Context: an optimization exercise on an open-source flow, tuned for small area, a short achievable clock period and few clock cycles. The choices shown serve that exercise and are no tape-out recipe. Where RTL was checked, it was by simulation tests only, not by an equivalence proof against the original. Power and IR drop assume default switching activity.

==> flow/design.v <==
module lcd_ctrl(clk, reset, datain, cmd, cmd_valid, dataout, output_valid, busy);
input           clk;
input           reset;
input   [7:0]   datain;
input   [2:0]   cmd;
input           cmd_valid;
output reg [7:0]   dataout;
output reg         output_valid;
output reg         busy;
localparam REFLASH     = 3'd0;
localparam LOAD_DATA   = 3'd1;
localparam SHIFT_RIGHT = 3'd2;
localparam SHIFT_LEFT  = 3'd3;
localparam SHIFT_UP    = 3'd4;
localparam SHIFT_DOWN  = 3'd5;
reg [7:0] ring [0:35];
reg       loading;       
reg [1:0] wa;            
reg [1:0] wb1, wb0;      
reg [1:0] row, col;      
reg       active;        
reg [1:0] jr, jc;        
reg [1:0] ra, rb;        
reg       pend;          
reg       lpend;         
reg       rdy;           
wire accept  = cmd_valid & rdy;
wire is_load = accept & (cmd == LOAD_DATA);
function [1:0] inc3(input [1:0] x);
    inc3 = (x == 2'd2) ? 2'd0 : x + 2'd1;
endfunction
function [1:0] dec3(input [1:0] x);
    dec3 = (x == 2'd0) ? 2'd2 : x - 2'd1;
endfunction
wire mv_r = accept & (cmd != LOAD_DATA);
wire mr = mv_r & (cmd == SHIFT_RIGHT) & (col != 2'd3);
wire ml = mv_r & (cmd == SHIFT_LEFT)  & (col != 2'd0);
wire mu = mv_r & (cmd == SHIFT_UP)    & (row != 2'd0);
wire md = mv_r & (cmd == SHIFT_DOWN)  & (row != 2'd3);
wire mv_n = mu | md;      
wire m0   = ~(mr | ml | mu | md);
wire       b0z = (wb0 == 2'd0);
wire [1:0] wb1_dec = dec3(wb1);
wire [1:0] wb1_inc = inc3(wb1);
wire [1:0] na  = ({2{m0}} & (wa - 2'd1)) | ({2{mr}} & wa) |
                 ({2{ml}} & (wa - 2'd2)) | ({2{mv_n}} & (wa + 2'd1));
wire [1:0] nb0 = ({2{mr}} & wb0) | ({2{ml}} & inc3(wb0)) |
                 ({2{~(mr | ml)}} & dec3(wb0));
wire [1:0] nb1 = ({2{m0}} & (b0z ? wb1_dec : wb1)) |
                 ({2{mr}} & wb1) |
                 ({2{ml}} & ((wb0 == 2'd2) ? wb1 : wb1_dec)) |
                 ({2{mu}} & (b0z ? wb1 : wb1_inc)) |
                 ({2{md}} & (b0z ? wb1_inc : wb1_dec));
wire [1:0] wa_n  = is_load ? 2'd2 : na;
wire [1:0] wb1_n = is_load ? 2'd1 : nb1;
wire [1:0] wb0_n = is_load ? 2'd2 : nb0;
wire last    = active & (jr == 2'd2) & (jc == 2'd2);
wire free    = ~active | last;
wire aligned = mr ? (wb0 == 2'd1) : ml ? (wb0 == 2'd0) : (wb0 == 2'd2);
wire ld_rdy  = lpend & (wa == 2'd1) & (wb1 == 2'd0) & (wb0 == 2'd2);
wire ld_end  = (wa == 2'd3) & (wb1 == 2'd2) & (wb0 == 2'd0);
wire start   = free & (ld_rdy | ((pend | mv_r) & aligned));
wire       nxt_row = (jc == 2'd2);
wire [1:0] jr_c = nxt_row ? jr + 2'd1 : jr;
wire [1:0] jc_c = nxt_row ? 2'd0 : jc + 2'd1;
wire [1:0] ra_c = nxt_row ? ra - 2'd1 : ra;       
wire [1:0] rb_c = nxt_row ? inc3(rb) : rb;        
wire t8_c  = (ra_c == 2'd1) & (rb_c == 2'd2);
wire t9_c  = (ra_c == 2'd0) & (rb_c == 2'd0);
wire t10_c = (ra_c == 2'd3) & (rb_c == 2'd1);
wire unsafe_go = ((jr_c != 2'd2) & t10_c) |
                 ((jr_c == 2'd0) & (t8_c | t9_c));
wire [1:0] pb1 = b0z ? wb1_dec : wb1;
wire unsafe_start =
                    ((wa == 2'd2) & (pb1 == 2'd2)) |
                    ((wa == 2'd1) & (pb1 == 2'd0)) |
                    ((wa == 2'd0) & (pb1 == 2'd1));
wire pend_n    = (pend | mv_r) & ~start;
wire lpend_n   = is_load | (lpend & ~ld_rdy);
wire loading_n = is_load | (loading & ~ld_end);
wire busy_n    = accept | loading_n | pend_n | lpend_n |
                 (start ? unsafe_start : (active & ~last & unsafe_go));
always @(posedge clk or posedge reset) begin
    if (reset) begin
        active       <= 1'b0;
        pend         <= 1'b0;
        lpend        <= 1'b0;
        loading      <= 1'b0;
        busy         <= 1'b0;
        rdy          <= 1'b1;
        output_valid <= 1'b0;
    end else begin
        active       <= start | (active & ~last);
        pend         <= pend_n;
        lpend        <= lpend_n;
        loading      <= loading_n;
        busy         <= busy_n;
        rdy          <= ~busy_n;
        output_valid <= active;
    end
end
reg [7:0] rdata;
integer t;
always @(*) begin
    rdata = 8'd0;
    for (t = 0; t < 12; t = t + 1)
        if (ra == ((3 * t + 1) % 4) && rb == (t % 3))
            rdata = rdata | ring[3 * t + 1];
end
always @(posedge clk) begin
    wa    <= wa_n;
    wb1   <= wb1_n;
    wb0   <= wb0_n;
    dataout <= rdata;
    if (start) begin
        jr <= 2'd0;
        jc <= 2'd0;
        ra <= na;
        rb <= nb1;
    end else begin
        jr <= jr_c;
        jc <= jc_c;
        ra <= ra_c;
        rb <= rb_c;
    end
    if (is_load) begin
        row <= 2'd2;
        col <= 2'd2;
    end else begin
        if (mr) col <= col + 2'd1;
        if (ml) col <= col - 2'd1;
        if (mu) row <= row - 2'd1;
        if (md) row <= row + 2'd1;
    end
end
integer i;
always @(posedge clk) begin
    for (i = 0; i < 35; i = i + 1)
        ring[i] <= ring[i + 1];
    ring[35] <= loading ? datain : ring[0];
end
endmodule
==> flow/config.mk <==
export PLATFORM = sky130hd
export DESIGN_NAME = lcd_ctrl
export DESIGN_NICKNAME = lcd_ctrl
export VERILOG_FILES = /design/flow/design.v
export SDC_FILE = /design/flow/constraint.sdc
export NUM_CORES = 4
export LEC_CHECK = 0
export ABC_CLOCK_PERIOD_IN_PS = 2000
export CAP_MARGIN = 20
export CORE_MARGIN = 2
export CORE_UTILIZATION = 60
export CTS_CLUSTER_DIAMETER = 100
export CTS_CLUSTER_SIZE = 30
export SETUP_SLACK_MARGIN = 2.5
export SLEW_MARGIN = 20
==> flow/constraint.sdc <==
create_clock -name core_clock -period 4.5 [get_ports {clk}]
set_input_delay 0.9000 -clock core_clock [delete_from_list [all_inputs] [get_ports {clk}]]
set_output_delay 0.9000 -clock core_clock [all_outputs]
set_load 0.01 [all_outputs]
standard.sh (not shown) runs the stock make flow with config.mk's settings and CLKGATE_MAP_FILE= SYNTH_SCRIPT=/design/flow/synth_recipe.tcl, a recipe that flattens the netlist after the stock synthesis.
==> flow/flow/run.sh <==
#!/bin/bash
# The standard layout (the standard.sh: standard synthesis, floorplan,
# placement, CTS, routing), with two settings changed:
#  - port buffers are buf_2 cells instead of the default delay-buffer choice;
#  - CTS clusters sinks 30 at a time within 100 um and adds no dummy loads.
# All of standard.sh's output goes to standard.log in this folder.
set -euo pipefail
export BUFFER_PORTS_ARGS="-buffer_cell sky130_fd_sc_hd__buf_2"
export CTS_ARGS="-sink_clustering_enable -repair_clock_nets -sink_clustering_size 30 -sink_clustering_max_diameter 100 -dont_use_dummy_load"
bash standard.sh > standard.log 2>&1
Edit:
--- a/flow/design.v
+++ b/flow/design.v
@@ -15,6 +15,8 @@
 localparam SHIFT_DOWN  = 3'd5;
 reg [7:0] ring [0:35];
 reg       loading;       
+reg       mv_r;          
+reg       mr, ml, mu, md;  
 reg [1:0] wa;            
 reg [1:0] wb1, wb0;      
 reg [1:0] row, col;      
@@ -32,11 +34,11 @@
 function [1:0] dec3(input [1:0] x);
     dec3 = (x == 2'd0) ? 2'd2 : x - 2'd1;
 endfunction
-wire mv_r = accept & (cmd != LOAD_DATA);
-wire mr = mv_r & (cmd == SHIFT_RIGHT) & (col != 2'd3);
-wire ml = mv_r & (cmd == SHIFT_LEFT)  & (col != 2'd0);
-wire mu = mv_r & (cmd == SHIFT_UP)    & (row != 2'd0);
-wire md = mv_r & (cmd == SHIFT_DOWN)  & (row != 2'd3);
+wire acc_mv = accept & (cmd != LOAD_DATA);
+wire mr_n = acc_mv & (cmd == SHIFT_RIGHT) & (col != 2'd3);
+wire ml_n = acc_mv & (cmd == SHIFT_LEFT)  & (col != 2'd0);
+wire mu_n = acc_mv & (cmd == SHIFT_UP)    & (row != 2'd0);
+wire md_n = acc_mv & (cmd == SHIFT_DOWN)  & (row != 2'd3);
 wire mv_n = mu | md;      
 wire m0   = ~(mr | ml | mu | md);
 wire       b0z = (wb0 == 2'd0);
@@ -56,8 +58,8 @@
 wire [1:0] wb0_n = is_load ? 2'd2 : nb0;
 wire last    = active & (jr == 2'd2) & (jc == 2'd2);
 wire free    = ~active | last;
-wire aligned = mr ? (wb0 == 2'd1) : ml ? (wb0 == 2'd0) : (wb0 == 2'd2);
-wire ld_rdy  = lpend & (wa == 2'd1) & (wb1 == 2'd0) & (wb0 == 2'd2);
+wire aligned = mr ? (wb0 == 2'd0) : ml ? (wb0 == 2'd2) : (wb0 == 2'd1);
+wire ld_rdy  = lpend & (wa == 2'd0) & (wb1 == 2'd0) & (wb0 == 2'd1);
 wire ld_end  = (wa == 2'd3) & (wb1 == 2'd2) & (wb0 == 2'd0);
 wire start   = free & (ld_rdy | ((pend | mv_r) & aligned));
 wire       nxt_row = (jc == 2'd2);
@@ -65,16 +67,17 @@
 wire [1:0] jc_c = nxt_row ? 2'd0 : jc + 2'd1;
 wire [1:0] ra_c = nxt_row ? ra - 2'd1 : ra;       
 wire [1:0] rb_c = nxt_row ? inc3(rb) : rb;        
-wire t8_c  = (ra_c == 2'd1) & (rb_c == 2'd2);
-wire t9_c  = (ra_c == 2'd0) & (rb_c == 2'd0);
-wire t10_c = (ra_c == 2'd3) & (rb_c == 2'd1);
-wire unsafe_go = ((jr_c != 2'd2) & t10_c) |
-                 ((jr_c == 2'd0) & (t8_c | t9_c));
+wire t8_c  = (ra_c == 2'd0) & (rb_c == 2'd2);
+wire t9_c  = (ra_c == 2'd3) & (rb_c == 2'd0);
+wire t10_c = (ra_c == 2'd2) & (rb_c == 2'd1);
+wire unsafe_go = ((jr_c != 2'd2) & (jc_c != 2'd2) & t10_c) |
+                 ((jr_c == 2'd0) & (jc_c != 2'd2) & t8_c) |
+                 ((jr_c == 2'd0) & t9_c);
 wire [1:0] pb1 = b0z ? wb1_dec : wb1;
-wire unsafe_start =
-                    ((wa == 2'd2) & (pb1 == 2'd2)) |
-                    ((wa == 2'd1) & (pb1 == 2'd0)) |
-                    ((wa == 2'd0) & (pb1 == 2'd1));
+wire unsafe_start = mv_r |
+                    ((wa == 2'd1) & (pb1 == 2'd2)) |
+                    ((wa == 2'd0) & (pb1 == 2'd0)) |
+                    ((wa == 2'd3) & (pb1 == 2'd1));
 wire pend_n    = (pend | mv_r) & ~start;
 wire lpend_n   = is_load | (lpend & ~ld_rdy);
 wire loading_n = is_load | (loading & ~ld_end);
@@ -86,6 +89,7 @@
         pend         <= 1'b0;
         lpend        <= 1'b0;
         loading      <= 1'b0;
+        mv_r         <= 1'b0;
         busy         <= 1'b0;
         rdy          <= 1'b1;
         output_valid <= 1'b0;
@@ -94,6 +98,7 @@
         pend         <= pend_n;
         lpend        <= lpend_n;
         loading      <= loading_n;
+        mv_r         <= acc_mv;
         busy         <= busy_n;
         rdy          <= ~busy_n;
         output_valid <= active;
@@ -104,10 +109,14 @@
 always @(*) begin
     rdata = 8'd0;
     for (t = 0; t < 12; t = t + 1)
-        if (ra == ((3 * t + 1) % 4) && rb == (t % 3))
-            rdata = rdata | ring[3 * t + 1];
+        if (ra == ((3 * t) % 4) && rb == (t % 3))
+            rdata = rdata | ring[3 * t];
 end
 always @(posedge clk) begin
+    mr    <= mr_n;
+    ml    <= ml_n;
+    mu    <= mu_n;
+    md    <= md_n;
     wa    <= wa_n;
     wb1   <= wb1_n;
     wb0   <= wb0_n;
Cell area came out lower by 1.4%.
Power came out lower by about 9%.
Clock skew came out lower by 0.0061 ns.
Global-route usage came out higher by 0.41 points.
Final cell count came out lower by about 2%.
Die area came out lower by about 0.55%.
Testbench counts after the change, summed over its fixed seeds: cycles 148,377.
For the first run of this note, only the layout was checked, not whether the RTL still works.

==> afterwards: timing with drivers on the ports <==
The results above use ideal ports. As a check the final layouts listed here were re-extracted and re-timed, cells and wires unchanged.
Step 1 sets driving cells, clkbuf_16 on the clock port and buf_2 on the other inputs (assumed; they add their load-dependent delay and slew).
Step 2 times the ports against the registers' clock, not the clock port: input delays grow and output delays shrink by t, the midpoint of the rising clock arrivals with the driver on.
Slacks: no drivers / after step 1 / after step 2; pairs: no drivers / after step 1.
run	t, ns	setup WS [ns]	worst hold slack (ns)	worst register clock-pin slew, ns	worst data-port slew with drivers (ns)
the first run	0.510	2.526 / 2.542 / 2.033	0.307 / 0.307 / 0.307	0.12 / 0.12	0.03
the second run	0.518	2.593 / 2.556 / 2.465	0.323 / 0.310 / 0.323	0.11 / 0.11	0.03
After both steps setup and hold are still met in every run listed. For the first run, which loses most, drivers alone change the setup slack by +0.016 ns; drivers and shift together by -0.493 ns.
